Background: an optimization exercise with open tools, aiming at small area, a short achievable clock period and few clock cycles. Do not read the settings as production practice.
Power figures rest on the tool's default switching activity, not on a simulated workload.

Setup of rev 12:
==> flow/design.v <==
module DM(
	output [31:0] read_data,
	input  [31:0] write_data,
	input  [6:0]  base,
	input  [6:0]  off0,
	input  [6:0]  off1,
	input  [6:0]  off2,
	input  [6:0]  off3,
	input         mem_write,
	input         clk
);
	wire [1:0] o = base[1:0] + off3[1:0];	 
	wire [7:0] q0, q1, q2, q3;
	reg [31:0] rd;
	reg [7:0] d0, d1, d2, d3;
	always @(*) begin
		case (o)
			2'd0: rd = {q0, q1, q2, q3};
			2'd1: rd = {q1, q2, q3, q0};
			2'd2: rd = {q2, q3, q0, q1};
			default: rd = {q3, q0, q1, q2};
		endcase
		case (o)
			2'd0: {d0, d1, d2, d3} = write_data;
			2'd1: {d1, d2, d3, d0} = write_data;
			2'd2: {d2, d3, d0, d1} = write_data;
			default: {d3, d0, d1, d2} = write_data;
		endcase
	end
	assign read_data = rd;
	DM_Bank b0(.q(q0), .base(base), .off(off0), .d(d0), .we(mem_write), .clk(clk));
	DM_Bank b1(.q(q1), .base(base), .off(off1), .d(d1), .we(mem_write), .clk(clk));
	DM_Bank b2(.q(q2), .base(base), .off(off2), .d(d2), .we(mem_write), .clk(clk));
	DM_Bank b3(.q(q3), .base(base), .off(off3), .d(d3), .we(mem_write), .clk(clk));
endmodule
module DM_Bank(
	output [7:0] q,
	input  [6:0] base,	 
	input  [6:0] off,	 
	input  [7:0] d,
	input        we,
	input        clk
);
	wire [4:0] u = base[6:2];
	wire [4:0] v = off[6:2];
	wire [4:0] p = u ^ v;
	wire [4:0] g = u & v;
	wire c = (base[1] & off[1]) | ((base[1] ^ off[1]) & base[0] & off[0]);
	wire [4:0] t0a, t0b, t1a, t1b;
	assign t0a[0] = ~(p[0] ^ c);
	assign t1a[0] =  (p[0] ^ c);
	assign t0b[0] = t0a[0];
	assign t1b[0] = t1a[0];
	genvar j;
	generate
		for (j = 1; j < 5; j = j + 1) begin : bits
			wire ca = g[j-1] | p[j-1];	 
			wire cb = g[j-1];		 
			assign t0a[j] = ~(p[j] ^ ca);
			assign t1a[j] =  (p[j] ^ ca);
			assign t0b[j] = ~(p[j] ^ cb);
			assign t1b[j] =  (p[j] ^ cb);
		end
	endgenerate
	reg [31:0] sel;
	integer k, i;
	reg m;
	always @(*) begin
		for (k = 0; k < 32; k = k + 1) begin
			m = 1'b1;
			for (i = 0; i < 5; i = i + 1) begin
				if (i == 0 || !k[i-1])
					m = m & (k[i] ? t1a[i] : t0a[i]);
				else
					m = m & (k[i] ? t1b[i] : t0b[i]);
			end
			sel[k] = m;
		end
	end
	reg [7:0] M [0:31];
	always @(posedge clk) begin
		for (i = 0; i < 32; i = i + 1)
			if (we && sel[i]) M[i] <= d;
	end
	reg [7:0] r;
	always @(*) begin
		r = 8'd0;
		for (i = 0; i < 32; i = i + 1)
			r = r | ({8{sel[i]}} & M[i]);
	end
	assign q = r;
endmodule
module RF(
	output [31:0] src_data,
	output [31:0] tar_data,
	input  [4:0]  src_addr,
	input  [4:0]  tar_addr,
	input  [4:0]  dst_addr,
	input  [31:0] dst_data,
	input         reg_write,	 
	input         clk
);
	reg [31:0] R [1:31];
	integer i;
	always @(posedge clk) begin
		for (i = 1; i < 32; i = i + 1)
			if (reg_write && dst_addr == i) R[i] <= dst_data;
	end
	wire byp_s = reg_write && (dst_addr == src_addr);
	wire byp_t = reg_write && (dst_addr == tar_addr);
	reg [31:0] s, t;
	always @(*) begin
		s = 32'd0;
		t = 32'd0;
		for (i = 1; i < 32; i = i + 1) begin
			s = s | ({32{src_addr == i}} & R[i]);
			t = t | ({32{tar_addr == i}} & R[i]);
		end
	end
	assign src_data = byp_s ? dst_data : s;
	assign tar_data = byp_t ? dst_data : t;
endmodule
module FinalCPU(
	output	wire	[31:0]	imem_addr,
	output	wire			wb_valid,
	output	wire	[4:0]	wb_addr,
	output	wire	[31:0]	wb_data,
	input	wire	[31:0]	imem_data,
	input	wire			rst,
	input	wire			clk
);
	reg [29:0] pc;
	always @(posedge clk) begin
		if (rst) pc <= 30'd0;
		else     pc <= pc + 30'd1;
	end
	assign imem_addr = {pc, 2'b00};
	wire [31:0] ir = imem_data;
	wire        d_valid = !rst;
	wire [5:0] op    = ir[31:26];
	wire [4:0] rs    = ir[25:21];
	wire [4:0] rt    = ir[20:16];
	wire [4:0] rd    = ir[15:11];
	wire [4:0] shamt = ir[10:6];
	wire [5:0] fn    = ir[5:0];
	wire [15:0] imm  = ir[15:0];
	wire is_r    = (op == 6'h00);
	wire is_addi = (op == 6'h0C);
	wire is_subi = (op == 6'h0D);
	wire is_sw   = (op == 6'h10);
	wire is_lw   = (op == 6'h11);
	wire f_add = is_r && (fn == 6'h0B);
	wire f_sub = is_r && (fn == 6'h0D);
	wire f_or  = is_r && (fn == 6'h25);
	wire f_srl = is_r && (fn == 6'h02);
	wire [4:0] d_dst = is_r ? rd : rt;
	wire d_wen = d_valid && (is_r || is_addi || is_subi || is_lw) && (d_dst != 5'd0);
	wire d_use_rt = is_r || is_sw;
	reg [31:0] e_a, e_b;
	reg        e_fa, e_fb;
	reg [4:0]  e_shamt;
	reg [6:0]  e_off0, e_off1, e_off2, e_off3;
	reg        e_addsub, e_sub, e_or, e_srl, e_ld;
	reg        e_wen, e_sw;
	reg [4:0]  e_dst;
	reg        w_wen;
	reg [4:0]  w_dst;
	reg [31:0] w_data;
	wire [31:0] rs_val, rt_val;
	RF Register_File(
		.src_data(rs_val),
		.tar_data(rt_val),
		.src_addr(rs),
		.tar_addr(rt),
		.dst_addr(w_dst),
		.dst_data(w_data),
		.reg_write(w_wen),
		.clk(clk)
	);
	always @(posedge clk) begin
		e_a     <= rs_val;
		e_b     <= d_use_rt ? rt_val : {{16{imm[15]}}, imm};
		e_fa    <= e_wen && (e_dst == rs);
		e_fb    <= d_use_rt && e_wen && (e_dst == rt);
		e_shamt <= shamt;
		e_off0  <= imm[6:0] + 7'd3;
		e_off1  <= imm[6:0] + 7'd2;
		e_off2  <= imm[6:0] + 7'd1;
		e_off3  <= imm[6:0];
		e_addsub <= f_add || f_sub || is_addi || is_subi;
		e_sub   <= f_sub || is_subi;
		e_or    <= f_or;
		e_srl   <= f_srl;
		e_ld    <= is_lw;
		e_dst   <= d_dst;
		if (rst) begin
			e_wen <= 1'b0;
			e_sw  <= 1'b0;
		end
		else begin
			e_wen <= d_wen;
			e_sw  <= d_valid && is_sw;
		end
	end
	wire [31:0] a = e_fa ? w_data : e_a;
	wire [31:0] b = e_fb ? w_data : e_b;
	wire [32:0] sum_c = {a, 1'b1} + {b ^ {32{e_sub}}, e_sub};
	wire [31:0] sum = sum_c[32:1];
	wire [31:0] orv = a | b;
	wire [31:0] srl = a >> e_shamt;
	wire [31:0] ld;
	DM Data_Memory(
		.read_data(ld),
		.write_data(b),
		.base(a[6:0]),
		.off0(e_off0),
		.off1(e_off1),
		.off2(e_off2),
		.off3(e_off3),
		.mem_write(e_sw),
		.clk(clk)
	);
	wire [31:0] result = ({32{e_addsub}} & sum) | ({32{e_or}} & orv) |
	                     ({32{e_srl}} & srl) | ({32{e_ld}} & ld);
	always @(posedge clk) begin
		w_data <= result;
		w_dst  <= e_dst;
		if (rst) w_wen <= 1'b0;
		else     w_wen <= e_wen;
	end
	assign wb_valid = w_wen;
	assign wb_addr  = w_dst;
	assign wb_data  = w_data;
endmodule
make LEC_CHECK=0 CAP_MARGIN=20 CORE_MARGIN=2 CORE_UTILIZATION=45 SETUP_SLACK_MARGIN=5 SLEW_MARGIN=20 TNS_END_PERCENT=0 finish   # period 8.0 ns
run.sh (not shown) runs the stock make flow with config.mk's settings and CLKGATE_MAP_FILE= SYNTH_SCRIPT=/design/flow/synth_recipe.tcl, a recipe that flattens the netlist after the stock synthesis.
Per the final summary, rev 12 finished and its layout is clean on timing, DRC and antenna.
Setup changes, rev 12 to rev 13
Settings: changing CORE_UTILIZATION from 45 to 50; setting ABC_CLOCK_PERIOD_IN_PS to 2500 for the first time.
==> comparison <==
- Cmp rev 13 and rev 12 / half-perimeter wire length after placement / higher: rev 13
- As far as number of sinks on the clock net goes, rev 13 and rev 12 are indistinguishable; the numbers are identical.
- Against rev 12 as the reference, rev 13 delivers a lower post-place instance area.
- Relative to rev 12, rev 13 improves area of all placed cells without fillers.
- As far as sequential-to-total area share from yosys stat goes, rev 13 and rev 12 are indistinguishable; the numbers are identical.
- Changes observed in rev 13 relative to rev 12: total power after layout closely matched the old numbers, layout overhead on the synthesized area decreased by 1.1 points relative to the old numbers.
- Across both runs, final worst-path setup slack was lower for rev 13 than for rev 12.
- Comparing rev 13 and rev 12, wire length is lower on rev 13.
No functional check of the RTL was part of any run of this note.

==> afterwards: timing with drivers on the ports <==
The flow's constraints put no driver on any port. The routed layouts listed below were extracted and timed again, unchanged, in two steps. Step 1 sets driving cells, clkbuf_16 on the clock port and buf_2 on the other inputs (assumed; they add their load-dependent delay and slew). Step 2 moves the port delays by t, midway between the first and last clock arrival at a register: inputs arrive t later, outputs are due t later. That takes back most of the time a late clock gives input paths. Slacks: ideal / step 1 / step 2; pairs: ideal / step 1.
| run | shift t [ns] | setup slack, ns | worst setup path after step 2 | latest minus earliest clock arrival (ns) | worst register clock-pin slew, ns |
|---|---|---|---|---|---|
| rev 12 | 0.992 | 3.524 / 3.590 / 2.597 | input to register | 0.063 / 0.063 | 0.07 / 0.07 |
| rev 13 | 0.994 | 3.488 / 3.517 / 2.523 | input to register | 0.048 / 0.048 | 0.07 / 0.07 |
After both steps every run listed still meets setup and hold. For rev 13, which loses most, drivers alone change the setup slack by +0.029 ns; drivers and shift together by -0.965 ns.
